What follows belongs to an exercise in optimizing a design on an open flow for a short achievable clock period and few clock cycles; a production flow would make more cautious choices.
In this exercise RTL edits were held to simulation tests only and were not proved equivalent to the original.
No activity file was given, so power comes from the tool's default toggle rates.

`design/flow/flow/margin.txt`:
```
11
```
`design/flow/design.v`:
```
`timescale 1ns / 1ps
 `timescale 1ns / 1ps
module if_stage(
  input  wire          clk,
  input  wire          rst,
  input  wire [63 : 0] rdata,
  output reg  [15 : 0] fa,           
  input  wire          upd,
  input  wire [15 : 0] upd_pc,
  input  wire          upd_taken,
  output wire          c_valid,
  output wire [31 : 0] c_inst,
  output wire          c_pred,       
  output wire          c_fresh,      
  output wire [31 : 0] q_inst,       
  output wire          q_pred,
  output wire [15 : 0] q_pc,         
  input  wire          take,         
  input  wire          redir,        
  input  wire [15 : 0] redir_pc,
  input  wire          squash        
);
  reg  [31 : 0] bt_valid;
  reg  [31 : 0] bt_bit;
  reg  [3 : 0]  bt_tag [0 : 31];
  always @(posedge clk) begin
    if (rst) begin
      bt_valid <= 32'd0;
    end else if (upd) begin
      bt_valid[upd_pc[6 : 2]] <= 1'b1;
    end
    if (upd) begin
      bt_bit[upd_pc[6 : 2]] <= upd_taken;
      bt_tag[upd_pc[6 : 2]] <= upd_pc[10 : 7];
    end
  end
  function bpred(input [31 : 0] i, input [15 : 0] pc, input [31 : 0] valid,
                 input [31 : 0] bits, input [3 : 0] tag);
    bpred = (valid[pc[6 : 2]] & (tag == pc[10 : 7])) ? bits[pc[6 : 2]]
          : (i[31] | (i[14 : 12] == 3'b001) | (i[14 : 12] == 3'b111));
  endfunction
  function [15 : 0] offset(input [31 : 0] i);
    offset = i[3] ? {i[15 : 12], i[20], i[30 : 21], 1'b0}                     
                  : {{4{i[31]}}, i[7], i[30 : 25], i[11 : 8], 1'b0};          
  endfunction
  localparam EW = 49;
  reg  [EW - 1 : 0] q [0 : 3];
  reg  [2 : 0]  qn;
  reg           jp;                  
  reg  [15 : 0] jp_pc, jp_off;
  wire [15 : 0] pc_lo = {fa[15 : 3], 3'b000};
  wire [15 : 0] pc_hi = {fa[15 : 3], 3'b100};
  wire [31 : 0] w_lo  = rdata[31 : 0];
  wire [31 : 0] w_hi  = rdata[63 : 32];
  wire j_lo = (w_lo[6 : 0] == 7'b1101111), b_lo = (w_lo[6 : 0] == 7'b1100011);
  wire j_hi = (w_hi[6 : 0] == 7'b1101111), b_hi = (w_hi[6 : 0] == 7'b1100011);
  wire p_lo = j_lo | b_lo & bpred(w_lo, pc_lo, bt_valid, bt_bit, bt_tag[pc_lo[6 : 2]]);
  wire p_hi = j_hi | b_hi & bpred(w_hi, pc_hi, bt_valid, bt_bit, bt_tag[pc_hi[6 : 2]]);
  wire          av     = ~squash & ~jp;
  wire [31 : 0] a0_i   = fa[2] ? w_hi : w_lo;
  wire          a0_p   = fa[2] ? p_hi : p_lo;
  wire [15 : 0] a0_pc  = fa[2] ? pc_hi : pc_lo;
  wire          a1_v   = ~fa[2] & ~p_lo;
  wire [EW - 1 : 0] a0_e = {a0_i, a0_p, a0_pc};
  wire [EW - 1 : 0] a1_e = {w_hi, p_hi, pc_hi};
  assign c_fresh = (qn == 3'd0);
  assign c_valid = ~c_fresh | av;
  wire [EW - 1 : 0] c_e = c_fresh ? a0_e : q[0];
  assign c_inst  = c_e[48 : 17];
  assign c_pred  = c_e[16];
  assign q_inst  = q[0][48 : 17];
  assign q_pred  = q[0][16];
  assign q_pc    = q[0][15 : 0];
  wire acc   = av & (qn <= 3'd2);          
  wire cq    = take & ~c_fresh;            
  wire cf    = take & c_fresh & av;        
  wire [2 : 0] nb = cq ? qn - 3'd1 : qn;   
  wire          w0_v = acc & (cf ? a1_v : 1'b1);
  wire [EW - 1 : 0] w0 = cf ? a1_e : a0_e;
  wire          w1_v = acc & ~cf & a1_v;
  integer k;
  always @(posedge clk) begin
    for (k = 0; k < 4; k = k + 1) begin
      if (k < nb)
        q[k] <= cq ? q[(k + 1) % 4] : q[k];
      else if (k == nb)
        q[k] <= w0;
      else if (k == nb + 1)
        q[k] <= a1_e;
    end
    if (rst) begin
      fa <= 16'h0000;                      
      qn <= 3'd0;
      jp <= 1'b0;
    end else if (redir) begin
      fa <= redir_pc;
      qn <= 3'd0;
      jp <= 1'b0;
    end else begin
      qn <= nb + {2'b00, w0_v} + {2'b00, w1_v};
      jp <= acc & (a0_p | a1_v & p_hi);
      if (jp)
        fa <= jp_pc + jp_off;
      else if (acc)
        fa <= {fa[15 : 3] + 13'd1, 3'b000};
    end
    jp_pc  <= a0_p ? a0_pc : pc_hi;
    jp_off <= offset(a0_p ? a0_i : w_hi);
  end
endmodule
 `timescale 1ns / 1ps
module id_stage(
  input  wire [31 : 0] inst,
  output wire [4 : 0]  rs1,
  output wire [4 : 0]  rs2,
  output wire [4 : 0]  rd,
  output wire          uses_rs1,
  output wire          uses_rs2,
  output wire          b_is_rs2,    
  output wire [63 : 0] imm,         
  output wire [63 : 0] pcimm,       
  output wire          is_lui,
  output wire          is_auipc,
  output wire          is_jal,
  output wire          is_jalr,
  output wire          is_branch,
  output wire          is_load,
  output wire          is_store,
  output wire          wen,         
  output wire          sub,
  output wire          sel_add,
  output wire          sel_slt,
  output wire          sel_sltu,
  output wire          sel_and,
  output wire          sel_or,
  output wire          sel_xor,
  output wire          sel_sll,
  output wire          sel_sr,
  output wire          sra,
  output wire          word,
  output wire          sel_early
);
  wire [6 : 0] op = inst[6 : 0];
  wire [2 : 0] f3 = inst[14 : 12];
  assign rs1 = inst[19 : 15];
  assign rs2 = inst[24 : 20];
  assign rd  = inst[11 : 7];
  assign is_lui    = (op == 7'b0110111);
  assign is_auipc  = (op == 7'b0010111);
  assign is_jal    = (op == 7'b1101111);
  assign is_jalr   = (op == 7'b1100111);
  assign is_branch = (op == 7'b1100011);
  assign is_load   = (op == 7'b0000011);
  assign is_store  = (op == 7'b0100011);
  wire is_opimm    = (op == 7'b0010011);
  wire is_opimm32  = (op == 7'b0011011);
  wire is_op       = (op == 7'b0110011);
  wire is_op32     = (op == 7'b0111011);
  wire alu_r = is_op | is_op32;
  wire alu_i = is_opimm | is_opimm32;
  wire alu   = alu_r | alu_i;
  assign uses_rs1 = ~(is_lui | is_auipc | is_jal);
  assign uses_rs2 = alu_r | is_branch | is_store;
  assign b_is_rs2 = alu_r | is_branch;
  assign wen      = ~(is_branch | is_store);
  wire [63 : 0] imm_i = {{52{inst[31]}}, inst[31 : 20]};
  wire [63 : 0] imm_s = {{52{inst[31]}}, inst[31 : 25], inst[11 : 7]};
  wire [63 : 0] imm_b = {{52{inst[31]}}, inst[7], inst[30 : 25], inst[11 : 8], 1'b0};
  wire [63 : 0] imm_j = {{44{inst[31]}}, inst[19 : 12], inst[20], inst[30 : 21], 1'b0};
  wire [63 : 0] imm_u = {{32{inst[31]}}, inst[31 : 12], 12'b0};
  assign imm   = is_store ? imm_s : imm_i;
  assign pcimm = is_branch ? imm_b : is_jal ? imm_j : imm_u;
  assign word      = is_op32 | is_opimm32;
  assign sub       = is_op & inst[30] & (f3 == 3'b000) | is_op32 & inst[30] & (f3 == 3'b000);
  assign sel_add   = (alu & (f3 == 3'b000)) | is_load | is_store;
  assign sel_slt   = alu & (f3 == 3'b010);
  assign sel_sltu  = alu & (f3 == 3'b011);
  assign sel_xor   = alu & (f3 == 3'b100);
  assign sel_or    = alu & (f3 == 3'b110);
  assign sel_and   = alu & (f3 == 3'b111);
  assign sel_sll   = alu & (f3 == 3'b001);
  assign sel_sr    = alu & (f3 == 3'b101);
  assign sra       = inst[30];
  assign sel_early = is_lui | is_auipc | is_jal | is_jalr;
endmodule
 `timescale 1ns / 1ps
module exe_stage(
  input  wire [63 : 0] a,           
  input  wire [63 : 0] b,           
  input  wire [5 : 0]    b_reg,
  input  wire [5 : 0]    b_fwd,
  input  wire            b_sel,
  input  wire            sub,         
  input  wire            sel_add,
  input  wire            sel_slt,
  input  wire            sel_sltu,
  input  wire            sel_and,
  input  wire            sel_or,
  input  wire            sel_xor,
  input  wire            sel_sll,
  input  wire            sel_sr,
  input  wire            sra,         
  input  wire            word,        
  input  wire            sel_early,   
  input  wire [63 : 0] early,
  output wire [63 : 0] sum,         
  output wire [63 : 0] result
);
  wire [63 : 0] addsub = sub ? (a - b) : (a + b);
  assign sum = a + b;
  wire ltu = (a < b);
  wire lt  = ($signed(a) < $signed(b));
  wire [5 : 0]    sh0   = word ? {1'b0, b_reg[4 : 0]} : b_reg[5 : 0];
  wire [5 : 0]    sh1   = word ? {1'b0, b_fwd[4 : 0]} : b_fwd[5 : 0];
  wire [63 : 0] sa    = word ? {{32{sra & a[31]}}, a[31 : 0]} : a;
  wire [64 : 0]   sr0   = $signed({sra & sa[63], sa}) >>> sh0;
  wire [64 : 0]   sr1   = $signed({sra & sa[63], sa}) >>> sh1;
  wire [63 : 0] srv   = b_sel ? sr1[63 : 0] : sr0[63 : 0];
  wire [63 : 0] slv   = b_sel ? (a << sh1) : (a << sh0);
  wire [63 : 0] r =
      ({64{sel_add}}   & addsub)
    | ({64{sel_slt}}   & {63'd0, lt})
    | ({64{sel_sltu}}  & {63'd0, ltu})
    | ({64{sel_and}}   & (a & b))
    | ({64{sel_or}}    & (a | b))
    | ({64{sel_xor}}   & (a ^ b))
    | ({64{sel_sll}}   & slv)
    | ({64{sel_sr}}    & srv)
    | ({64{sel_early}} & early);
  assign result = word ? {{32{r[31]}}, r[31 : 0]} : r;
endmodule
 `timescale 1ns / 1ps
module regfile(
  input  wire            clk,
  input  wire            rst,
  input  wire [4 : 0]    w_addr,
  input  wire [63 : 0] w_data,
  input  wire            w_ena,
  input  wire [4 : 0]    r_addr1,
  output wire [63 : 0] r_data1,
  input  wire [4 : 0]    r_addr2,
  output wire [63 : 0] r_data2
);
  reg [63 : 0] regs [0 : 31];
  integer i;
  always @(posedge clk) begin
    if (rst) begin
      for (i = 0; i < 32; i = i + 1) regs[i] <= 64'h00000000_00000000;
    end else if (w_ena && (w_addr != 5'd0)) begin
      regs[w_addr] <= w_data;
    end
  end
  assign r_data1 = (r_addr1 == 5'd0) ? 64'h00000000_00000000 : regs[r_addr1];
  assign r_data2 = (r_addr2 == 5'd0) ? 64'h00000000_00000000 : regs[r_addr2];
endmodule
 `timescale 1ns / 1ps
module SimTop(
    input         clock,
    input         reset,
    output [63:0] imem_addr,
    input  [63:0] imem_rdata,
    output [63:0] dmem_addr,
    input  [63:0] dmem_rdata,
    output        dmem_wen,
    output [63:0] dmem_wdata,
    output [63:0] dmem_wmask,
    output        commit_valid,
    output [63:0] commit_pc,
    output [31:0] commit_inst,
    output        commit_wen,
    output [4:0]  commit_wdest,
    output [63:0] commit_wdata
);
function [185-1:0] pack(
  input [31:0] ir, input [63:0] imm, input [63:0] pcimm,
  input is_lui, input is_auipc, input is_jal, input is_jalr, input is_load, input is_store,
  input is_branch, input b_is_rs2, input wen, input rfw, input early, input brx,
  input sub, input sel_add, input sel_slt, input sel_sltu, input sel_and, input sel_or,
  input sel_xor, input sel_sll, input sel_sr, input sra, input word, input uses_rs1,
  input uses_rs2);
  pack = {ir, imm, pcimm, is_lui, is_auipc, is_jal, is_jalr, is_load, is_store,
          is_branch, b_is_rs2, wen, rfw, early, brx, sub, sel_add, sel_slt, sel_sltu,
          sel_and, sel_or, sel_xor, sel_sll, sel_sr, sra, word, uses_rs1, uses_rs2};
endfunction
reg         d_vreg;
wire        d_valid;                   
reg  [185-1:0] d_dec;
reg         d_pred;
reg  [63:0] d_pc;                      
reg         d_m1x, d_m1m, d_m1w, d_m2x, d_m2m, d_m2w;
reg         d_stall;                   
reg         d_use_alt;                 
reg         d_altok;                   
reg         m_late;                    
reg         d_alt_late;                
reg         a_bad;                     
reg  [4:0]  d_rs1, d_rs2;              
reg         a_valid;
reg  [185-1:0] a_dec, a2_dec;       
reg         a_pred, a2_pred;
reg  [15:0] a_addr, a_off;
reg         a_m1w, a_m2w;
wire [15:0] a_next = a_addr + (a_pred ? a_off : 16'd4);    
reg         x_valid;
reg  [63:0] x_pc;
reg  [31:0] x_ir;
reg         x_wen, x_rfw, x_load, x_store, x_jalr, x_early_sel;
reg  [63:0] x_a, x_b, x_sd;
reg         x_fa_m, x_fb_m, x_fs_m;
reg         x_sub, x_sel_add, x_sel_slt, x_sel_sltu, x_sel_and, x_sel_or, x_sel_xor;
reg         x_sel_sll, x_sel_sr, x_sra, x_word;
reg  [63:0] x_early;
reg  [63:0] x_rtgt;                    
reg         x_c_eq, x_c_ne, x_c_lt, x_c_ge, x_c_ltu, x_c_geu;
reg         x_brx;
reg         x_pred;                    
reg         m_valid;
reg  [63:0] m_pc;
reg  [31:0] m_ir;
reg         m_wen, m_rfw, m_load, m_brx, m_taken;
reg  [63:0] m_res;
reg  [63:0] m_addr;                    
reg         m_dwen;
reg  [63:0] m_wdata;
reg  [7:0]  m_bmask;
reg         w_valid;
reg  [63:0] c_pc, c_data;
reg  [31:0] c_inst;
reg         c_wen;
reg  [63:0] m_lsel;
reg  [7:0]  m_lcov, m_lsgn;
reg  [4:0]  w_rd;
reg         w_rfw;
reg  [63:0] w_data;
reg         p_x;
reg         px_jalr;
reg  [63:0] px_sum, px_rtgt;
reg  [63:0] ap_pcadd, ap_pc4;
wire [4:0] x_rd = x_ir[11:7];
wire [4:0] m_rd = m_ir[11:7];
wire d_kill = d_use_alt & d_alt_late & a_bad;
assign d_valid = d_vreg & ~d_kill;
wire [185-1:0] e_dec = d_use_alt ? (d_alt_late ? a_dec : a2_dec) : d_dec;
wire [31:0] e_ir;
wire [63:0] e_imm, e_pcimm;
wire        e_is_lui, e_is_auipc, e_is_jal, e_is_jalr, e_is_load, e_is_store, e_is_branch;
wire        e_b_is_rs2, e_wen, e_rfw, e_early, e_brx;
wire        e_sub, e_sel_add, e_sel_slt, e_sel_sltu, e_sel_and, e_sel_or, e_sel_xor;
wire        e_sel_sll, e_sel_sr, e_sra, e_word, e_uses_rs1, e_uses_rs2;
assign {e_ir, e_imm, e_pcimm, e_is_lui, e_is_auipc, e_is_jal, e_is_jalr,
        e_is_load, e_is_store, e_is_branch, e_b_is_rs2, e_wen, e_rfw, e_early, e_brx,
        e_sub, e_sel_add, e_sel_slt, e_sel_sltu, e_sel_and, e_sel_or, e_sel_xor,
        e_sel_sll, e_sel_sr, e_sra, e_word, e_uses_rs1, e_uses_rs2} = e_dec;
wire        e_pred = d_use_alt ? (~d_alt_late & a2_pred) : d_pred;
wire [63:0] e_pc   = d_use_alt ? px_rtgt : d_pc;
wire        e_m1w  = d_use_alt ? a_m1w : d_m1w;
wire        e_m2w  = d_use_alt ? a_m2w : d_m2w;
wire        e_m1x  = d_m1x & ~d_use_alt;
wire        e_m1m  = d_m1m & ~d_use_alt;
wire        e_m2x  = d_m2x & ~d_use_alt;
wire        e_m2m  = d_m2m & ~d_use_alt;
wire [4:0]  e_rd   = e_ir[11:7];
wire [15:0] fa;
wire [31:0] f_inst;
wire        f_valid, f_pred, f_fresh;
wire [15:0] fq_pc;
wire [31:0] fq_inst;
wire        fq_pred;
wire        f_take, f_redir, f_squash;
wire [15:0] f_redir_pc;
if_stage If_stage(
  .clk       (clock),
  .rst       (reset),
  .rdata     (imem_rdata),
  .fa        (fa),
  .upd       (m_valid & m_brx),
  .upd_pc    (m_pc[15:0]),
  .upd_taken (m_taken),
  .c_valid   (f_valid),
  .c_inst    (f_inst),
  .c_pred    (f_pred),
  .c_fresh   (f_fresh),
  .q_inst    (fq_inst),
  .q_pred    (fq_pred),
  .q_pc      (fq_pc),
  .take      (f_take),
  .redir     (f_redir),
  .redir_pc  (f_redir_pc),
  .squash    (f_squash)
);
wire [4:0]  f_rs1, f_rs2, f_rd;
wire        f_uses_rs1, f_uses_rs2, f_b_is_rs2;
wire [63:0] f_imm, f_pcimm;
wire        f_is_lui, f_is_auipc, f_is_jal, f_is_jalr, f_is_branch, f_is_load, f_is_store, f_wen;
wire        f_sub, f_sel_add, f_sel_slt, f_sel_sltu, f_sel_and, f_sel_or, f_sel_xor;
wire        f_sel_sll, f_sel_sr, f_sra, f_word, f_sel_early;
id_stage Id_stage(
  .inst      (f_inst),
  .rs1       (f_rs1),
  .rs2       (f_rs2),
  .rd        (f_rd),
  .uses_rs1  (f_uses_rs1),
  .uses_rs2  (f_uses_rs2),
  .b_is_rs2  (f_b_is_rs2),
  .imm       (f_imm),
  .pcimm     (f_pcimm),
  .is_lui    (f_is_lui),
  .is_auipc  (f_is_auipc),
  .is_jal    (f_is_jal),
  .is_jalr   (f_is_jalr),
  .is_branch (f_is_branch),
  .is_load   (f_is_load),
  .is_store  (f_is_store),
  .wen       (f_wen),
  .sub       (f_sub),
  .sel_add   (f_sel_add),
  .sel_slt   (f_sel_slt),
  .sel_sltu  (f_sel_sltu),
  .sel_and   (f_sel_and),
  .sel_or    (f_sel_or),
  .sel_xor   (f_sel_xor),
  .sel_sll   (f_sel_sll),
  .sel_sr    (f_sel_sr),
  .sra       (f_sra),
  .word      (f_word),
  .sel_early (f_sel_early)
);
wire f_brx = f_is_branch & (f_pcimm != 64'd4);
wire [185-1:0] f_dec = pack(f_inst, f_imm, f_pcimm,
  f_is_lui, f_is_auipc, f_is_jal, f_is_jalr, f_is_load, f_is_store, f_is_branch,
  f_b_is_rs2, f_wen, f_wen & (f_rd != 5'd0), f_sel_early, f_brx, f_sub, f_sel_add,
  f_sel_slt, f_sel_sltu, f_sel_and, f_sel_or, f_sel_xor, f_sel_sll, f_sel_sr, f_sra,
  f_word, f_uses_rs1, f_uses_rs2);
wire f_m1x = d_valid & e_rfw & (e_rd == f_rs1);
wire f_m1m = x_valid & x_rfw & (x_rd == f_rs1);
wire f_m1w = m_valid & m_rfw & (m_rd == f_rs1);
wire f_m2x = d_valid & e_rfw & (e_rd == f_rs2);
wire f_m2m = x_valid & x_rfw & (x_rd == f_rs2);
wire f_m2w = m_valid & m_rfw & (m_rd == f_rs2);
wire [63:0] e_earlyv;
wire        fq_jalr = (fq_inst[6:0] == 7'b1100111);
wire        fq_rs10 = (fq_inst[19:15] == 5'd0);
wire        f_jpred = fq_jalr & ~f_fresh &
                      (fq_rs10 | (d_valid & e_rfw & e_early & (e_rd == fq_inst[19:15])));
wire [15:0] e_early_lo;
wire [15:0] f_jsum  = (fq_rs10 ? 16'd0 : e_early_lo) + {{4{fq_inst[31]}}, fq_inst[31:20]};
wire [15:0] f_jtgt  = {f_jsum[15:1], 1'b0};
wire [15:0] fq_alt = fq_pred ? fq_pc + 16'd4 :
                     fq_pc + {{4{fq_inst[31]}}, fq_inst[7], fq_inst[30:25], fq_inst[11:8], 1'b0};
assign imem_addr = {d_pc[63:16], fa};
wire [63:0] rf_r1, rf_r2;
reg rf_rst;
always @(posedge clock) rf_rst <= reset;
regfile Regfile(
  .clk     (clock),
  .rst     (rf_rst),
  .w_addr  (w_rd),
  .w_data  (w_data),
  .w_ena   (w_valid & w_rfw),
  .r_addr1 (d_rs1),
  .r_data1 (rf_r1),
  .r_addr2 (d_rs2),
  .r_data2 (rf_r2)
);
wire [63:0] d_r1 = e_m1w ? w_data : rf_r1;
wire [63:0] d_r2 = e_m2w ? w_data : rf_r2;
wire stall = d_valid & d_stall & ~d_use_alt;
wire [63:0] d_jsum  = (d_m1x ? x_early : 64'd0) + d_dec[185-33 -: 64];    
wire [63:0] d_pcadd = d_use_alt ? ap_pcadd : d_pc + d_dec[185-97 -: 64];
wire [63:0] d_pc4   = d_use_alt ? ap_pc4 : d_pc + 64'd4;
wire [63:0] d_npc   = e_is_jalr ? {d_jsum[63:1], 1'b0} : e_pred ? d_pcadd : d_pc4;
wire d_jok = e_is_jalr & ~e_pred & ((e_ir[19:15] == 5'd0) | (e_m1x & x_early_sel));
wire d_redirect = d_valid & d_jok;
assign      e_earlyv = e_is_lui ? e_pcimm : e_is_auipc ? d_pcadd : d_pc4;
wire [15:0] d_pc4_lo = d_pc[15:0] + 16'd4;
assign      e_early_lo = e_is_lui ? e_pcimm[15:0] :
                         e_is_auipc ? (d_use_alt ? ap_pcadd[15:0] : {d_pc[15:12] + e_pcimm[15:12], d_pc[11:0]}) :
                         (d_use_alt ? ap_pc4[15:0] : d_pc4_lo);
wire [63:0] x_av = x_fa_m ? m_res : x_a;
wire [63:0] x_bv = x_fb_m ? m_res : x_b;
wire [63:0] x_sv = x_fs_m ? m_res : x_sd;
wire [63:0] x_sum, x_result;
exe_stage Exe_stage(
  .a         (x_av),
  .b         (x_bv),
  .b_reg     (x_b[5:0]),
  .b_fwd     (m_res[5:0]),
  .b_sel     (x_fb_m),
  .sub       (x_sub),
  .sel_add   (x_sel_add),
  .sel_slt   (x_sel_slt),
  .sel_sltu  (x_sel_sltu),
  .sel_and   (x_sel_and),
  .sel_or    (x_sel_or),
  .sel_xor   (x_sel_xor),
  .sel_sll   (x_sel_sll),
  .sel_sr    (x_sel_sr),
  .sra       (x_sra),
  .word      (x_word),
  .sel_early (x_early_sel),
  .early     (x_early),
  .sum       (x_sum),
  .result    (x_result)
);
function misp(input [63:0] a, input [63:0] b, input c_eq, input c_ne, input c_lt,
              input c_ge, input c_ltu, input c_geu);
  reg eq, lt, ltu;
  begin
    eq   = (a == b);
    ltu  = (a < b);
    lt   = ($signed(a) < $signed(b));
    misp = (c_eq & eq) | (c_ne & ~eq) | (c_lt & lt) | (c_ge & ~lt) | (c_ltu & ltu) | (c_geu & ~ltu);
  end
endfunction
wire x_misp_rr = misp(x_a,   x_b,   x_c_eq, x_c_ne, x_c_lt, x_c_ge, x_c_ltu, x_c_geu);
wire x_misp_mr = misp(m_res, x_b,   x_c_eq, x_c_ne, x_c_lt, x_c_ge, x_c_ltu, x_c_geu);
wire x_misp_rm = misp(x_a,   m_res, x_c_eq, x_c_ne, x_c_lt, x_c_ge, x_c_ltu, x_c_geu);
wire x_misp_mm = x_c_eq | x_c_ge | x_c_geu;        
wire x_misp = x_fa_m ? (x_fb_m ? x_misp_mm : x_misp_mr) : (x_fb_m ? x_misp_rm : x_misp_rr);
wire x_redirect = x_valid & (x_jalr | x_misp);
wire x_alt_late = m_late;
wire x_alt = (a_valid | x_alt_late) & ~x_jalr;
wire [15:0] x_tlo = x_alt ? (m_late ? m_addr[15:0] + 16'd4 : a_next) : x_rtgt[15:0];
wire        p_j   = p_x & px_jalr;
reg [63:0] x_wdata;
reg [7:0]  x_bmask;
always @(*) begin
  case (x_ir[13:12])
    2'b00:   begin x_wdata = {8{x_sv[7:0]}};  x_bmask = 8'b0000_0001 << x_sum[2:0]; end
    2'b01:   begin x_wdata = {4{x_sv[15:0]}}; x_bmask = 8'b0000_0011 << x_sum[2:0]; end
    2'b10:   begin x_wdata = {2{x_sv[31:0]}}; x_bmask = 8'b0000_1111 << x_sum[2:0]; end
    default: begin x_wdata = x_sv;            x_bmask = 8'b1111_1111; end
  endcase
end
reg  [63:0] x_lsel;
reg  [7:0]  x_lcov, x_lsgn;
integer xj;
always @(*) begin
  x_lsel = 64'd0;
  x_lcov = 8'd0;
  x_lsgn = 8'd0;
  if (x_load) begin
    for (xj = 0; xj < 8; xj = xj + 1) begin
      if (xj < (1 << x_ir[13:12])) begin
        x_lcov[xj] = 1'b1;
        x_lsel[8 * xj + ((x_sum[2:0] + xj) & 7)] = 1'b1;
      end
    end
    if (~x_ir[14] & (x_ir[13:12] != 2'b11))
      x_lsgn[(x_sum[2:0] + (1 << x_ir[13:12]) - 1) & 7] = 1'b1;
  end
end
wire x_mem = x_valid & (x_load | x_store);
assign dmem_addr  = m_addr;
assign dmem_wen   = m_dwen;
assign dmem_wdata = m_wdata;
assign dmem_wmask = {{8{m_bmask[7]}}, {8{m_bmask[6]}}, {8{m_bmask[5]}}, {8{m_bmask[4]}},
                     {8{m_bmask[3]}}, {8{m_bmask[2]}}, {8{m_bmask[1]}}, {8{m_bmask[0]}}};
wire [7:0] m_sbits = {dmem_rdata[63], dmem_rdata[55], dmem_rdata[47], dmem_rdata[39],
                      dmem_rdata[31], dmem_rdata[23], dmem_rdata[15], dmem_rdata[7]};
wire       m_sign  = |(m_lsgn & m_sbits);
reg  [63:0] m_ld;
integer lj, lk;
always @(*) begin
  for (lj = 0; lj < 8; lj = lj + 1) begin
    m_ld[8 * lj +: 8] = {8{~m_lcov[lj] & m_sign}};
    for (lk = 0; lk < 8; lk = lk + 1)
      m_ld[8 * lj +: 8] = m_ld[8 * lj +: 8] | ({8{m_lsel[8 * lj + lk]}} & dmem_rdata[8 * lk +: 8]);
  end
end
wire [63:0] m_data = m_ld | (m_res & {64{~m_load}});
wire [31:0] g_inst = m_addr[2] ? dmem_rdata[63:32] : dmem_rdata[31:0];
wire [4:0]  g_rs1, g_rs2, g_rd;
wire        g_uses_rs1, g_uses_rs2, g_b_is_rs2;
wire [63:0] g_imm, g_pcimm;
wire        g_is_lui, g_is_auipc, g_is_jal, g_is_jalr, g_is_branch, g_is_load, g_is_store, g_wen;
wire        g_sub, g_sel_add, g_sel_slt, g_sel_sltu, g_sel_and, g_sel_or, g_sel_xor;
wire        g_sel_sll, g_sel_sr, g_sra, g_word, g_sel_early;
id_stage Alt_dec(
  .inst      (g_inst),
  .rs1       (g_rs1),
  .rs2       (g_rs2),
  .rd        (g_rd),
  .uses_rs1  (g_uses_rs1),
  .uses_rs2  (g_uses_rs2),
  .b_is_rs2  (g_b_is_rs2),
  .imm       (g_imm),
  .pcimm     (g_pcimm),
  .is_lui    (g_is_lui),
  .is_auipc  (g_is_auipc),
  .is_jal    (g_is_jal),
  .is_jalr   (g_is_jalr),
  .is_branch (g_is_branch),
  .is_load   (g_is_load),
  .is_store  (g_is_store),
  .wen       (g_wen),
  .sub       (g_sub),
  .sel_add   (g_sel_add),
  .sel_slt   (g_sel_slt),
  .sel_sltu  (g_sel_sltu),
  .sel_and   (g_sel_and),
  .sel_or    (g_sel_or),
  .sel_xor   (g_sel_xor),
  .sel_sll   (g_sel_sll),
  .sel_sr    (g_sel_sr),
  .sra       (g_sra),
  .word      (g_word),
  .sel_early (g_sel_early)
);
wire g_brx = g_is_branch & (g_pcimm != 64'd4);
wire [185-1:0] g_dec = pack(g_inst, g_imm, g_pcimm,
  g_is_lui, g_is_auipc, g_is_jal, g_is_jalr, g_is_load, g_is_store, g_is_branch,
  g_b_is_rs2, g_wen, g_wen & (g_rd != 5'd0), g_sel_early, g_brx, g_sub, g_sel_add,
  g_sel_slt, g_sel_sltu, g_sel_and, g_sel_or, g_sel_xor, g_sel_sll,
  g_sel_sr, g_sra, g_word, g_uses_rs1, g_uses_rs2);
wire g_pred = g_is_jal | (g_is_branch & g_inst[31]);
wire [15:0] g_off = g_is_jal ? {g_inst[15:12], g_inst[20], g_inst[30:21], 1'b0}
                             : {{4{g_inst[31]}}, g_inst[7], g_inst[30:25], g_inst[11:8], 1'b0};
wire g_take = d_valid & d_altok & e_brx & ~d_use_alt & ~stall & ~x_redirect & ~g_is_jalr;
wire f_jr = f_valid & ~stall & f_jpred & ~x_redirect & ~p_j & ~d_redirect & ~d_kill;
assign f_take     = ~stall;
assign f_redir    = x_redirect | p_j | d_redirect | d_kill | f_jr;
assign f_redir_pc = x_redirect ? x_tlo : p_j ? {px_sum[15:1], 1'b0} :
                    d_redirect ? {d_jsum[15:1], 1'b0} : d_kill ? px_rtgt[15:0] : f_jtgt;
assign f_squash   = p_j;
assign commit_valid = w_valid;
assign commit_pc    = c_pc;
assign commit_inst  = c_inst;
assign commit_wen   = c_wen;
assign commit_wdest = c_inst[11:7];
assign commit_wdata = c_data;
wire use_alt_next = x_redirect & x_alt;
wire late_next = d_valid & e_brx & ~d_use_alt & ~d_altok & ~x_mem & ~stall & ~x_redirect;
always @(posedge clock) begin
  if (reset) begin
    d_vreg    <= 1'b0;
    d_pc      <= 64'h00000000_80000000;
    d_use_alt <= 1'b0;
    d_altok   <= 1'b0;
    a_valid   <= 1'b0;
    m_late    <= 1'b0;
    d_alt_late <= 1'b0;
    x_valid   <= 1'b0;
    m_valid   <= 1'b0;
    m_dwen    <= 1'b0;
    w_valid   <= 1'b0;
    p_x       <= 1'b0;
  end else begin
    if (x_redirect)
      d_vreg <= x_alt;
    else if (p_j | d_redirect | d_kill)
      d_vreg <= 1'b0;
    else if (!stall)
      d_vreg <= f_valid;
    d_use_alt <= use_alt_next;
    d_alt_late <= use_alt_next & m_late;
    d_altok   <= ~x_mem & ~stall & ~x_redirect & ~p_j & ~d_redirect & ~d_kill & ~f_fresh &
                 ~late_next;
    m_late    <= late_next;
    a_valid   <= g_take;
    p_x <= x_redirect & ~x_alt;
    if (p_x)
      d_pc <= px_jalr ? {px_sum[63:1], 1'b0} : px_rtgt;
    else if (d_kill)
      d_pc <= px_rtgt;
    else if (d_valid & ~stall)
      d_pc <= d_npc;
    x_valid <= d_valid & ~stall & ~x_redirect;
    m_valid <= x_valid;
    m_dwen  <= x_valid & x_store;
    w_valid <= m_valid;
  end
  if (use_alt_next) begin
    d_rs1 <= m_late ? g_rs1 : a_dec[185-13 -: 5];
    d_rs2 <= m_late ? g_rs2 : a_dec[185-8 -: 5];
  end else if (!stall) begin
    d_rs1 <= f_rs1;
    d_rs2 <= f_rs2;
  end
  if (!stall) begin
    d_dec   <= f_dec;
    d_pred  <= f_pred | f_jpred;
    d_m1x   <= f_m1x;
    d_m1m   <= f_m1m;
    d_m1w   <= f_m1w;
    d_m2x   <= f_m2x;
    d_m2m   <= f_m2m;
    d_m2w   <= f_m2w;
    d_stall <= (f_uses_rs1 & f_m1x & e_is_load) | (f_uses_rs2 & f_m2x & e_is_load);
  end else begin
    d_m1x   <= 1'b0;
    d_m1m   <= d_m1x;
    d_m1w   <= d_m1m;
    d_m2x   <= 1'b0;
    d_m2m   <= d_m2x;
    d_m2w   <= d_m2m;
    d_stall <= 1'b0;
  end
  a_dec   <= g_dec;
  a_bad   <= g_is_jal | g_is_jalr | g_is_branch | g_is_auipc;
  a_pred  <= g_pred;
  a_addr  <= m_addr[15:0];
  a_off   <= g_off;
  a2_dec  <= a_dec;
  a2_pred <= a_pred;
  a_m1w <= m_valid & m_rfw & (m_rd == (m_late ? g_rs1 : a_dec[185-13 -: 5]));
  a_m2w <= m_valid & m_rfw & (m_rd == (m_late ? g_rs2 : a_dec[185-8 -: 5]));
  x_pc        <= e_pc;
  x_ir        <= e_ir;
  x_wen       <= e_wen;
  x_rfw       <= e_rfw;
  x_load      <= e_is_load;
  x_store     <= e_is_store;
  x_brx       <= e_brx;
  x_jalr      <= e_is_jalr & ~e_pred & ~d_jok;
  x_early_sel <= e_early;
  x_a         <= e_m1m ? m_data : d_r1;
  x_b         <= ~e_b_is_rs2 ? e_imm : e_m2m ? m_data : d_r2;
  x_sd        <= e_m2m ? m_data : d_r2;
  x_fa_m      <= e_m1x;
  x_fb_m      <= e_b_is_rs2 & e_m2x;
  x_fs_m      <= e_m2x;
  x_c_eq      <= e_brx & ((e_ir[14:12] == 3'b000) & ~e_pred | (e_ir[14:12] == 3'b001) & e_pred);
  x_c_ne      <= e_brx & ((e_ir[14:12] == 3'b000) & e_pred | (e_ir[14:12] == 3'b001) & ~e_pred);
  x_c_lt      <= e_brx & ((e_ir[14:12] == 3'b100) & ~e_pred | (e_ir[14:12] == 3'b101) & e_pred);
  x_c_ge      <= e_brx & ((e_ir[14:12] == 3'b100) & e_pred | (e_ir[14:12] == 3'b101) & ~e_pred);
  x_c_ltu     <= e_brx & ((e_ir[14:12] == 3'b110) & ~e_pred | (e_ir[14:12] == 3'b111) & e_pred);
  x_c_geu     <= e_brx & ((e_ir[14:12] == 3'b110) & e_pred | (e_ir[14:12] == 3'b111) & ~e_pred);
  x_rtgt      <= e_pred ? d_pc4 : d_pcadd;
  x_pred      <= e_pred;
  x_sub       <= e_sub;
  x_sel_add   <= e_sel_add;
  x_sel_slt   <= e_sel_slt;
  x_sel_sltu  <= e_sel_sltu;
  x_sel_and   <= e_sel_and;
  x_sel_or    <= e_sel_or;
  x_sel_xor   <= e_sel_xor;
  x_sel_sll   <= e_sel_sll;
  x_sel_sr    <= e_sel_sr;
  x_sra       <= e_sra;
  x_word      <= e_word;
  x_early     <= e_earlyv;
  px_jalr  <= x_jalr;
  px_sum   <= x_sum;
  px_rtgt  <= x_rtgt;
  ap_pcadd <= x_rtgt + a_dec[185-97 -: 64];
  ap_pc4   <= x_rtgt + 64'd4;
  m_pc    <= x_pc;
  m_ir    <= x_ir;
  m_wen   <= x_wen;
  m_rfw   <= x_rfw;
  m_load  <= x_load;
  m_brx   <= x_brx;
  m_taken <= x_misp ^ x_pred;
  m_res   <= x_result;
  m_addr  <= x_mem ? x_sum : {x_sum[63:16], late_next ? (e_pred ? d_pc4[15:0] : d_pcadd[15:0]) : fq_alt};
  m_lsel  <= x_lsel;
  m_lcov  <= x_lcov;
  m_lsgn  <= x_lsgn;
  m_wdata <= x_wdata;
  m_bmask <= x_bmask;
  w_rfw  <= m_rfw;
  if (m_valid & m_rfw) begin
    w_rd   <= m_ir[11:7];
    w_data <= m_data;
  end
  c_pc   <= m_pc;
  c_inst <= m_ir;
  c_wen  <= m_wen;
  c_data <= m_data;
end
endmodule
```
`design/flow/flow/grt_post.tcl`:
```
# Run after ORFS's global routing (POST_GLOBAL_ROUTE_TCL): repair slew and
# capacitance once more on global-route parasitics, then legalise and
# re-route the changed nets and rewrite the route guides.
puts "Final slew / capacitance repair..."
estimate_parasitics -global_routing
repair_design -slew_margin 30 -cap_margin 30 -match_cell_footprint -verbose
global_route -start_incremental
detailed_placement
global_route -end_incremental
check_placement -verbose
estimate_parasitics -global_routing
report_check_types -max_slew -max_capacitance
write_guides $::env(RESULTS_DIR)/route.guide
```
`design/flow/config.mk`:
```
export PLATFORM = sky130hd
export DESIGN_NAME = SimTop
export DESIGN_NICKNAME = SimTop
export VERILOG_FILES = /design/flow/design.v
export SDC_FILE = /design/flow/constraint.sdc
export NUM_CORES = 8
export LEC_CHECK = 0
export CAP_MARGIN = 30
export CORE_MARGIN = 2
export CORE_UTILIZATION = 50
export SLEW_MARGIN = 30
export TNS_END_PERCENT = 100
```
`design/flow/flow/run.sh`:
```
#!/bin/bash
# Own layout flow: the standard ORFS flow (standard.sh, unchanged
# synthesis and floorplan), with
#  - port buffers of a plain buffer cell (buf_4) rather than the delay cell
#    buffer_ports picks by default; every port is still buffered;
#  - after global routing, one more slew / capacitance repair
#    (flow/grt_post.tcl), since the aggressive timing repair can leave a net
#    near its limits.
# Each ORFS step writes its own log under orfs/logs/; make's output goes to
# flow_make.log.
set -euo pipefail
MARGIN=$(cat flow/margin.txt)
export BUFFER_PORTS_ARGS="-inputs -outputs -buffer_cell sky130_fd_sc_hd__buf_4"
export POST_GLOBAL_ROUTE_TCL=$PWD/flow/grt_post.tcl
sed "s|CLKGATE_MAP_FILE= |CLKGATE_MAP_FILE= SETUP_SLACK_MARGIN=${MARGIN} |" standard.sh > standard_margin.sh
bash standard_margin.sh finish > flow_make.log 2>&1
```
`design/flow/constraint.sdc`:
```
create_clock -name core_clock -period 15.5 [get_ports {clock}]
set_input_delay 3.1000 -clock core_clock [delete_from_list [all_inputs] [get_ports {clock}]]
set_output_delay 3.1000 -clock core_clock [all_outputs]
set_load 0.01 [all_outputs]
```
`design/flow/standard.sh`:
```
#!/bin/bash
# synth_recipe.tcl (not shown) runs the flow's synth.tcl, then flattens the netlist and writes it again
# the make line also repeats each setting of config.mk as NAME=value (left out here)
make -C /OpenROAD-flow-scripts/flow DESIGN_CONFIG=/design/flow/config.mk WORK_HOME=/design/flow/orfs CLKGATE_MAP_FILE= SYNTH_SCRIPT=/design/flow/synth_recipe.tcl "${@:-finish}"
```
==> notes.md <==
-- metrics by stage --
stage               hold slack (ns)  instances  area [sq um]  setup WS [ns]
detailed placement            0.312      25400        239000           8.95
floorplan                     0.310      20200        230000          10.54
global placement              0.310      25400        238000           8.82
CTS                           0.307      26500        262000          10.65
finish                        0.309      26700        265000          10.64
-- cell families after synthesis --
| logic type | synth area share |
|---|---|
| adder cells (fa/ha/maj) | 0.0377 |
| buffers and inverters | 0.0431 |
| other | 0.0000164 |
| multiplexers | 0.180 |
| AO/OA/AOI/OAI | 0.113 |
| AND/OR/NAND/NOR | 0.130 |
| XOR/XNOR | 0.0202 |
| flip-flops | 0.475 |
-- power groups by stage --
stage,Clock (mW),Sequential (mW),Combinational [mW]
final,11.1,16.9,33.4
after CTS,11.1,16.8,31.5
after detailed placement,0,16.9,29.6
after global placement,0,16.9,29.6
after floorplan,0,15.4,18.7
-- cell type report --
cell class,count,share of cell area
antenna,89,0.000842
clock buffer,586,0.0466
clock inverter,253,0.00972
inverter,634,0.00925
multi-input combinational,13600,0.434
sequential,4140,0.415
tap,6000,0.0284
timing repair buffer,1445,0.0559
timing repair inverter,2,0.0000662
-- how the worst max path moves through the flow --
stage                                  end  depth (start not counted)           start  slack, ns
after global placement           m_res[60]                         18          x_fb_m       8.82
final                     commit_wdata[26]                          1      c_data[26]      10.64
after CTS                    dmem_addr[63]                          1      m_addr[63]      10.65
after floorplan             If_stage.qn[2]                         10  imem_rdata[13]      10.54
after detailed placement         m_res[60]                         18          x_fb_m       8.95
-- synth_stat cells, drive strengths merged, types with 71 or more instances --
master / number
mux4: 1341
mux2i: 776
nor3: 176
o21bai: 71
nand2b: 71
nand2: 1354
a211oi: 176
mux2: 289
inv: 625
a22oi: 168
o211ai: 239
a21o: 242
clkbuf: 1328
nor4: 87
and3: 90
ha: 672
a31oi: 99
nor2: 1215
edfxtp: 2571
a221oi: 168
xor2: 179
buf: 484
dfxtp: 1569
nand3: 237
and2: 2121
a21oi: 1154
o21a: 137
o21ai: 1036
xnor2: 348
nor2b: 96
nand4: 168
-- routing by layer --
layer  GRT usage  wire [um]
met5    0.000104        155
met4       0.335      96800
met1       0.538     368000
met2       0.697     479000
met3      0.0932     110000
-- sequential cells by signal, summed over array words and instances, names as in the netlist, 87 cells and up, named ones only --
register / cells
Regfile.regs: 2048
If_stage.q: 196
a_dec: 87
a2_dec: 87
If_stage.bt_tag: 128
d_dec: 87
==> flow_summary.toml <==
[clocking]
cts.sinks = 4140
clk_latency_ns = 1.10
htreeDepth = 5
cts_tree = "built"
cts.path.max_buffers = 4
path_clk_slew_ns = 0.06
post_cts_buffers = 251
postCtsHoldBufs = 0
cts_resized = 1517
cts_made_buffers = 452
root_buffer = "clkbuf_16"

[logic_synthesis]
synth_cells = 20100
synth_top_area_frac = 0.338
synth_area_leader_cell = "edfxtp_1"
synthTopCellsByArea = "edfxtp_1 34%, dfxtp_1 14%, mux4_2 13%, and2_1 5.8%, ha_1 3.7%"
synth-seq-cells = 4140
seq_area_frac_synth = 0.475
ys_async_sr_fraction = 0
synth.distinct_cells = 101
syn_area_sq_mm = 0.229
syn_area_per_cell_sq_um = 11.4
yosysWarnings = 4
dominantRegCellSynth = "edfxtp_1"
synth_edf_count = 2571

[worst_setup_path]
cp-end-kind = "primary output"
crit_path_start_kind = "flip-flop"
path_buf_inv = 1
crit_path_max_incr_delay_ns = 0.50
arrival_ns = 1.76
reg2reg_slack_ns = 10.77
worstPathCellList = "buf_6"
crit_fanout = 1
worstPathRequired_ns = 12.40
r2r-end = "m_res[60]"
cpLargestDelayFamily = "flip-flops"
r2r_start = "x_fa_m"
ff2ff_path_depth = 17
cp_slowest_cell = "dfxtp_4"
worstSetupPathType = "flip-flop to primary output"

[routing]
drt-total-wl_um = 1050000
drtIter0Drc = 27400
viasPerCell = 6.82
drc = 0
drtAntennaViolNets = 0
vias = 182000
wl_per_cell_um = 39.4
dr.pass1.iters = 7

[timing]
period_minus_slack_ns = 4.86
tightest_slew_ns = 1.22
maxSlewViolCount = 0
finalHoldViolations = 0
final-setup-viol-count = 0
fin_skew_ns = 0.110
post-route-period-util = 0.314
finalSetupTns_ns = 0
relSlewSlack = 0.186
fmax_mhz = 206

[power_and_ir_drop]
p_int_mw = 33.0
power_switching_mw = 28.4
power.density_mw_per_mm2 = 232
comb_power_share = 0.544
peakVddDrop_mv = 0.373
pwr-share-clk = 0.181
switching_share = 0.462
p_seq_frac = 0.276
p_leak_nw = 101
power_mw = 61.4

[placed_design]
io_buffers = 553
dp_hpwl_um = 704000
gp_congestion = 1.04

[min_path]
hold_class = "flip-flop to flip-flop"
hold_path_startpoint = "m_ir[19]"
min_to = "c_inst[19]"
hold_depth = 0

[global_route]
grt_pass1_vias = 175000
grt-ovfl-total = 0
track_usage = 0.444
grt_max_degree = 108
grt_pass1_wl_um = 1430000
grt_antenna_before_repair = 117

[layout]
multiInputGateArea_sq_mm = 0.115
final_common_cell = "edfxtp_1"
nets = 21100
seqCellArea_sq_mm = 0.110
area_growth_pct = 15.7
num-fill-cells = 37900
drive_gt1_frac = 0.238
final_cell_mix = "2571 x edfxtp_1, 2117 x and2_1, 1341 x mux4_2, 1334 x nand2_1, 1152 x nor2_1"
utilization = 0.580

[floorplanning]
dieArea_sq_mm = 0.463
rows = 248
start_util = 0.502
die_x_um = 680
die_h_um = 680
coreArea_sq_mm = 0.456
io_pins = 554

[job]
maxCapViolations = 0

[status]
outcome = "timing/DRC/antenna clean"
Testbench counts, summed over its fixed seeds: cycles 44,725.

[static timing again, ports no longer ideal]
The results above use ideal ports. As a check the final layout listed here was re-extracted and re-timed, cells and wires unchanged.
Step 1 (the two cells are an assumption about what drives the block):
set clk [get_ports {clock}]
set_driving_cell -lib_cell sky130_fd_sc_hd__clkbuf_16 $clk
set_driving_cell -lib_cell sky130_fd_sc_hd__buf_2 [delete_from_list [all_inputs] $clk]
Step 2 moves the port delays by t, midway between the first and last clock arrival at a register: inputs arrive t later, outputs are due t later. That takes back most of the time a late clock gives input paths.
Three values: ideal ports, drivers, drivers and shift; two values: the first two.
shift t [ns]: 1.177
setup WS [ns]: 10.640 / 10.503 / 9.770
hold WS [ns]: 0.309 / 0.309 / 0.309
worst setup path at the end: input to register
After both steps this run still meets setup and hold. For this run, drivers alone change the setup slack by -0.137 ns; drivers and shift together by -0.870 ns.
